Background: an optimization exercise with open tools, aiming at small area and a short achievable clock period. Do not read the settings as production practice. RTL that was checked went through simulation tests only; none was proved equivalent to the original.

==> run R <==
Design top, start of the top module:
module top (input logic clk, rst,
            input logic enable, din,
            input logic signed [10:0] x,
            output logic signed [11:0] q,
            output logic spike);
clock: 12.0 ns
lec_check: 0
cap_margin: 20
core_margin: 2
core_utilization: 40
slew_margin: 20
run.sh (not shown) runs the stock make flow with config.mk's settings and CLKGATE_MAP_FILE= SYNTH_SCRIPT=/design/flow/synth_recipe.tcl, a recipe that flattens the netlist after the stock synthesis.
==> run P (differences from run R) <==
ABC_CLOCK_PERIOD_IN_PS = 3500   (was not set)
SETUP_SLACK_MARGIN = 5   (was not set)
SLEW_MARGIN = 60   (was 20)
==> run H (differences from run R) <==
ABC_CLOCK_PERIOD_IN_PS = 3500   (was not set)
CAP_MARGIN = 50   (was 20)
SLEW_MARGIN = 80   (was 20)
==> summary of the runs <==
In die area, run R and run P do not differ.
Core utilization, highest first: run H, run P, run R.
The lowest global-route usage belongs to run R, the highest to run H.
Design area, lowest first: run R, run P, run H.
==> figures <==
| item | run H | run R | run P |
|---|---|---|---|
| Run status | timing/DRC/antenna clean | timing/DRC/antenna clean | timing/DRC/antenna clean |
| First drt pass iteration count | 6 | 5 | 5 |
| Peak clock frequency supported by timing | 197.5 MHz | 186.4 MHz | 194.3 MHz |
| Fin cells | 3979 | 3956 | 3960 |
| Total routing usage reported by global routing | 17.48% | 17.23% | 17.30% |
| Logic depth of the worst register-to-register path | 18 | 16 | 17 |
| Clock-cell share of area | 4.377% | 4.688% | 4.581% |
| Data buffer area share | 2.147% | 1.060% | 1.367% |

* * *

==> 06-03: inputs <==
Another version of the RTL of top (not shown whole).
clock: 12.0 ns
lec_check: 0
abc_clock_period_in_ps: 3500
cap_margin: 20
core_margin: 2
core_utilization: 40
setup_slack_margin: 5
slew_margin: 60
synth_hierarchical: 1
synth_minimum_keep_size: 0
==> 04-20 (differences from 06-03) <==
Settings changed: ABC_CLOCK_PERIOD_IN_PS 3500 to 2500, CAP_MARGIN 20 to 60, SLEW_MARGIN 60 to 85.
==> qor summary <==
quantity                                                         06-03      04-20
Outcome                                       timing/DRC/antenna clean  timing/DRC/antenna clean
Number of buffers created by CTS                                    42         43
Min-Delay Startpoint                                            z2[10]      z2[0]
Tightest Pin Transition                                       0.596 ns   0.287 ns
Met1 track demand over resource in global routing                21.8%      22.2%
Final non-clock buffer share                                     1.48%      6.94%
Worst Path Required                                           12.46 ns   12.44 ns
Register-to-register setup slack                               7.28 ns    5.20 ns
Final instance area                                          30100 µm²  34100 µm²
Clock buf count                                                     57         56
Smallest hold slack                                           0.436 ns   0.416 ns
Overall Global Routing Usage                                     17.2%      18.1%
Post-layout min period                                         4.72 ns    6.80 ns
Crit path buffers/inverters                                          1          8
Cell Area, Placed                                            28600 µm²  31200 µm²
Maximum operating frequency                                    212 MHz    147 MHz
Fraction of layout instances using a drive strength above 1      5.35%      19.5%
Met2 wire length                                               28.7 mm    33.2 mm
Worst endpoint data arrival time                               5.18 ns    7.24 ns
Total wire length                                              58.2 mm    63.4 mm
Endpoint of the worst hold path                                 z3[10]      z3[0]
Sequential cell area share                                       23.6%      21.4%
No functional check of the RTL was part of any run of this note.

* * *

==> job 6042 <==
Another version of the RTL of top (not shown whole).
export LEC_CHECK = 0
export ABC_AREA = 1
export CAP_MARGIN = 20
export CORE_MARGIN = 2
export CORE_UTILIZATION = 40
export SETUP_SLACK_MARGIN = 5
export SLEW_MARGIN = 60
export SYNTH_HIERARCHICAL = 1
export SYNTH_MINIMUM_KEEP_SIZE = 0
create_clock -name core_clock -period 12.0 [get_ports {clk}]
standard.sh (not shown) runs the stock make flow with config.mk's settings and CLKGATE_MAP_FILE= SYNTH_SCRIPT=/design/flow/synth_recipe.tcl, a recipe that flattens the netlist after the stock synthesis.
==> flow/flow/run.sh <==
#!/bin/bash
# Standard ORFS layout (the standard.sh), with timing repair aimed at a
# setup slack of 8.2 ns at the design's 12 ns clock, so that the resizer keeps
# improving paths that already meet 12 ns.  Logs: standard.log and orfs/logs.
set -euo pipefail
bash standard.sh SETUP_SLACK_MARGIN=8.2 TNS_END_PERCENT=30 BUFFER_PORTS_ARGS="-buffer_cell sky130_fd_sc_hd__buf_2" finish > standard.log 2>&1
==> job 4567: changes against job 6042 <==
--- a/flow/design.v
+++ b/flow/design.v
@@ -514,23 +514,23 @@
 logic bng1;
 logic [11:0] pp2;
 logic bng2;
 logic [11:0] pp3;
 logic bng3;
 logic [11:0] pp4;
 logic bng4;
+logic [4:0] bop;
+logic [4:0] bon;
+logic [4:0] btp;
+logic [4:0] btn;
 logic [10:0] z0;
 logic [10:0] z1;
 logic [10:0] z2;
 logic [10:0] z3;
 logic [10:0] z0n;
-logic [4:0] bop;
-logic [4:0] bon;
-logic [4:0] btp;
-logic [4:0] btn;
 logic [11:0] r5;
 logic pm_0_s;
 logic pm_0_c;
 logic pm_1_s;
 logic pm_1_c;
 logic pm_2_s;
 logic pm_2_c;
@@ -1387,35 +1387,33 @@
 assign pp4[9] = (bop[4] & za[10]) | (bon[4] & ~za[10]) | (btp[4] & za[9]) | (btn[4] & ~za[9]);
 assign pp4[10] = (bop[4] & za[11]) | (bon[4] & ~za[11]) | (btp[4] & za[10]) | (btn[4] & ~za[10]);
 assign pp4[11] = (bop[4] & za[12]) | (bon[4] & ~za[12]) | (btp[4] & za[11]) | (btn[4] & ~za[11]);
 assign bng4 = bon[4] | btn[4];
 assign r5p = (t1n[9] ^ t1n[10]) ? (t1n[10] ? ~zs : zs) : 12'd0;
 assign r5_n = r5p + 12'd3414 + {11'd0, ~t1n[9] & t1n[10]};
 always_ff @(posedge clk) begin
+  bop <= bop_n;
+  bon <= bon_n;
+  btp <= btp_n;
+  btn <= btn_n;
+end
+always_ff @(posedge clk) begin
   if (rst) begin
     z0 <= 11'd0;
     z1 <= 11'd0;
     z2 <= 11'd0;
     z3 <= 11'd0;
     z0n <= 11'd2047;
-    bop <= 5'd0;
-    bon <= 5'd0;
-    btp <= 5'd0;
-    btn <= 5'd0;
     r5 <= 12'd3414;
   end else begin
     z0 <= y2a;
     z1 <= z0;
     z2 <= z1;
     z3 <= z2;
     z0n <= ~y2a;
-    bop <= bop_n;
-    bon <= bon_n;
-    btp <= btp_n;
-    btn <= btn_n;
     r5 <= r5_n;
   end
 end
 ha pm_0 (.a(pp0[6]), .b(pp1[4]), .s(pm_0_s), .co(pm_0_c));
 ha pm_1 (.a(pp0[7]), .b(pp1[5]), .s(pm_1_s), .co(pm_1_c));
 fa pm_2 (.a(pp0[8]), .b(pp1[6]), .c(pp2[4]), .s(pm_2_s), .co(pm_2_c));
 ha pm_3 (.a(pp3[2]), .b(pp4[0]), .s(pm_3_s), .co(pm_3_c));
==> flow/flow/run.sh (replaced) <==
#!/bin/bash
# Standard ORFS layout (the standard.sh), with timing repair aimed at a
# setup slack of 8.3 ns at the design's 12 ns clock, so that the resizer keeps
# improving paths that already meet 12 ns.  Logs: standard.log and orfs/logs.
set -euo pipefail
bash standard.sh SETUP_SLACK_MARGIN=8.3 TNS_END_PERCENT=30 BUFFER_PORTS_ARGS="-buffer_cell sky130_fd_sc_hd__buf_2" finish > standard.log 2>&1
--- a/flow/config.mk
+++ b/flow/config.mk
@@ -6,10 +6,10 @@
 export NUM_CORES = 4
 export LEC_CHECK = 0
 export ABC_AREA = 1
 export CAP_MARGIN = 20
 export CORE_MARGIN = 2
 export CORE_UTILIZATION = 40
 export SETUP_SLACK_MARGIN = 5
-export SLEW_MARGIN = 60
+export SLEW_MARGIN = 20
 export SYNTH_HIERARCHICAL = 1
 export SYNTH_MINIMUM_KEEP_SIZE = 0
==> job 7586: changes against job 6042 <==
--- a/flow/design.v
+++ b/flow/design.v
@@ -514,23 +514,23 @@
 logic bng1;
 logic [11:0] pp2;
 logic bng2;
 logic [11:0] pp3;
 logic bng3;
 logic [11:0] pp4;
 logic bng4;
+logic [4:0] bop;
+logic [4:0] bon;
+logic [4:0] btp;
+logic [4:0] btn;
 logic [10:0] z0;
 logic [10:0] z1;
 logic [10:0] z2;
 logic [10:0] z3;
 logic [10:0] z0n;
-logic [4:0] bop;
-logic [4:0] bon;
-logic [4:0] btp;
-logic [4:0] btn;
 logic [11:0] r5;
 logic pm_0_s;
 logic pm_0_c;
 logic pm_1_s;
 logic pm_1_c;
 logic pm_2_s;
 logic pm_2_c;
@@ -1387,35 +1387,33 @@
 assign pp4[9] = (bop[4] & za[10]) | (bon[4] & ~za[10]) | (btp[4] & za[9]) | (btn[4] & ~za[9]);
 assign pp4[10] = (bop[4] & za[11]) | (bon[4] & ~za[11]) | (btp[4] & za[10]) | (btn[4] & ~za[10]);
 assign pp4[11] = (bop[4] & za[12]) | (bon[4] & ~za[12]) | (btp[4] & za[11]) | (btn[4] & ~za[11]);
 assign bng4 = bon[4] | btn[4];
 assign r5p = (t1n[9] ^ t1n[10]) ? (t1n[10] ? ~zs : zs) : 12'd0;
 assign r5_n = r5p + 12'd3414 + {11'd0, ~t1n[9] & t1n[10]};
 always_ff @(posedge clk) begin
+  bop <= bop_n;
+  bon <= bon_n;
+  btp <= btp_n;
+  btn <= btn_n;
+end
+always_ff @(posedge clk) begin
   if (rst) begin
     z0 <= 11'd0;
     z1 <= 11'd0;
     z2 <= 11'd0;
     z3 <= 11'd0;
     z0n <= 11'd2047;
-    bop <= 5'd0;
-    bon <= 5'd0;
-    btp <= 5'd0;
-    btn <= 5'd0;
     r5 <= 12'd3414;
   end else begin
     z0 <= y2a;
     z1 <= z0;
     z2 <= z1;
     z3 <= z2;
     z0n <= ~y2a;
-    bop <= bop_n;
-    bon <= bon_n;
-    btp <= btp_n;
-    btn <= btn_n;
     r5 <= r5_n;
   end
 end
 ha pm_0 (.a(pp0[6]), .b(pp1[4]), .s(pm_0_s), .co(pm_0_c));
 ha pm_1 (.a(pp0[7]), .b(pp1[5]), .s(pm_1_s), .co(pm_1_c));
 fa pm_2 (.a(pp0[8]), .b(pp1[6]), .c(pp2[4]), .s(pm_2_s), .co(pm_2_c));
 ha pm_3 (.a(pp3[2]), .b(pp4[0]), .s(pm_3_s), .co(pm_3_c));
==> flow/flow/run.sh (replaced) <==
#!/bin/bash
# Standard ORFS layout (the standard.sh), with timing repair aimed at a
# setup slack of 8.3 ns at the design's 12 ns clock, so that the resizer keeps
# improving paths that already meet 12 ns.  Logs: standard.log and orfs/logs.
set -euo pipefail
bash standard.sh SETUP_SLACK_MARGIN=8.3 TNS_END_PERCENT=30 BUFFER_PORTS_ARGS="-buffer_cell sky130_fd_sc_hd__buf_2" finish > standard.log 2>&1
==> flow/config.mk (replaced) <==
export PLATFORM = sky130hd
export DESIGN_NAME = top
export DESIGN_NICKNAME = top
export VERILOG_FILES = /design/flow/design.v
export SDC_FILE = /design/flow/constraint.sdc
export NUM_CORES = 4
export LEC_CHECK = 0
export ABC_AREA = 1
export CAP_MARGIN = 20
export CORE_MARGIN = 2
export CORE_UTILIZATION = 55
export PLACE_DENSITY = 0.65
export SETUP_SLACK_MARGIN = 5
export SLEW_MARGIN = 20
export SYNTH_HIERARCHICAL = 1
export SYNTH_MINIMUM_KEEP_SIZE = 0
==> job 5651: changes against job 6042 <==
--- a/flow/design.v
+++ b/flow/design.v
@@ -514,23 +514,23 @@
 logic bng1;
 logic [11:0] pp2;
 logic bng2;
 logic [11:0] pp3;
 logic bng3;
 logic [11:0] pp4;
 logic bng4;
+logic [4:0] bop;
+logic [4:0] bon;
+logic [4:0] btp;
+logic [4:0] btn;
 logic [10:0] z0;
 logic [10:0] z1;
 logic [10:0] z2;
 logic [10:0] z3;
 logic [10:0] z0n;
-logic [4:0] bop;
-logic [4:0] bon;
-logic [4:0] btp;
-logic [4:0] btn;
 logic [11:0] r5;
 logic pm_0_s;
 logic pm_0_c;
 logic pm_1_s;
 logic pm_1_c;
 logic pm_2_s;
 logic pm_2_c;
@@ -1387,35 +1387,33 @@
 assign pp4[9] = (bop[4] & za[10]) | (bon[4] & ~za[10]) | (btp[4] & za[9]) | (btn[4] & ~za[9]);
 assign pp4[10] = (bop[4] & za[11]) | (bon[4] & ~za[11]) | (btp[4] & za[10]) | (btn[4] & ~za[10]);
 assign pp4[11] = (bop[4] & za[12]) | (bon[4] & ~za[12]) | (btp[4] & za[11]) | (btn[4] & ~za[11]);
 assign bng4 = bon[4] | btn[4];
 assign r5p = (t1n[9] ^ t1n[10]) ? (t1n[10] ? ~zs : zs) : 12'd0;
 assign r5_n = r5p + 12'd3414 + {11'd0, ~t1n[9] & t1n[10]};
 always_ff @(posedge clk) begin
+  bop <= bop_n;
+  bon <= bon_n;
+  btp <= btp_n;
+  btn <= btn_n;
+end
+always_ff @(posedge clk) begin
   if (rst) begin
     z0 <= 11'd0;
     z1 <= 11'd0;
     z2 <= 11'd0;
     z3 <= 11'd0;
     z0n <= 11'd2047;
-    bop <= 5'd0;
-    bon <= 5'd0;
-    btp <= 5'd0;
-    btn <= 5'd0;
     r5 <= 12'd3414;
   end else begin
     z0 <= y2a;
     z1 <= z0;
     z2 <= z1;
     z3 <= z2;
     z0n <= ~y2a;
-    bop <= bop_n;
-    bon <= bon_n;
-    btp <= btp_n;
-    btn <= btn_n;
     r5 <= r5_n;
   end
 end
 ha pm_0 (.a(pp0[6]), .b(pp1[4]), .s(pm_0_s), .co(pm_0_c));
 ha pm_1 (.a(pp0[7]), .b(pp1[5]), .s(pm_1_s), .co(pm_1_c));
 fa pm_2 (.a(pp0[8]), .b(pp1[6]), .c(pp2[4]), .s(pm_2_s), .co(pm_2_c));
 ha pm_3 (.a(pp3[2]), .b(pp4[0]), .s(pm_3_s), .co(pm_3_c));
==> flow/flow/run.sh (replaced) <==
#!/bin/bash
# Standard ORFS layout (the standard.sh), with timing repair aimed at a
# setup slack of 8.6 ns at the design's 12 ns clock, so that the resizer keeps
# improving paths that already meet 12 ns.  Logs: standard.log and orfs/logs.
set -euo pipefail
bash standard.sh SETUP_SLACK_MARGIN=8.6 BUFFER_PORTS_ARGS="-buffer_cell sky130_fd_sc_hd__buf_2" finish > standard.log 2>&1
==> notes <==
Job 5651 finished clean. Job 6042 produced a clean layout. Job 4567 went through all stages and came out clean. Job 7586 completed with no timing, DRC or antenna violations. Between job 7586 and job 6042, the lower hold slack is in job 6042 (gap 0.00065 ns). Utilization: job 7586 > job 5651 > job 4567 > job 6042. The lowest cell count belongs to job 7586, the highest to job 5651. In job 6042 the area after synthesis is lower than in job 4567, by about 0.28%. Global-route usage: job 7586 > job 5651 > job 4567 > job 6042.

==> what the ideal ports hide <==
The flow's constraints put no driver on any port. The routed layouts listed below were extracted and timed again, unchanged, in two steps.
Step 1 assumes that a clkbuf_16 drives the clock port and a buf_2 every other input.
Step 2 adds t to the input delays and takes it off the output delays; t is the mean of the earliest and latest rising clock arrival at the registers after step 1. Input paths then give back, and output paths get back, about the clock's delay inside the block.
Three values: ideal, step 1, step 2; two values: the first two.
run | shift t [ns] | slack for setup (ns) | latest minus earliest clock arrival (ns) | worst register clock-pin slew, ns
run R | 0.617 | 6.636 / 6.636 / 6.636 | 0.027 / 0.026 | 0.07 / 0.07
run P | 0.625 | 6.854 / 6.854 / 6.854 | 0.034 / 0.033 | 0.06 / 0.06
run H | 0.624 | 6.936 / 6.936 / 6.936 | 0.030 / 0.030 | 0.07 / 0.07
06-03 | 0.621 | 7.285 / 7.285 / 6.939 | 0.037 / 0.037 | 0.06 / 0.06
04-20 | 0.619 | 5.200 / 5.200 / 4.642 | 0.043 / 0.043 | 0.06 / 0.06
job 6042 | 0.657 | 8.265 / 8.265 / 7.642 | 0.038 / 0.038 | 0.06 / 0.06
job 4567 | 0.647 | 8.347 / 8.358 / 7.745 | 0.025 / 0.026 | 0.07 / 0.07
job 7586 | 0.629 | 8.267 / 8.267 / 7.793 | 0.022 / 0.022 | 0.06 / 0.06
job 5651 | 0.648 | 8.366 / 8.366 / 7.816 | 0.036 / 0.036 | 0.07 / 0.07
After both steps setup and hold are still met in every run listed. The setup slack of job 6042, which loses most, moves by 0.000 ns with the drivers and by -0.623 ns with both steps.
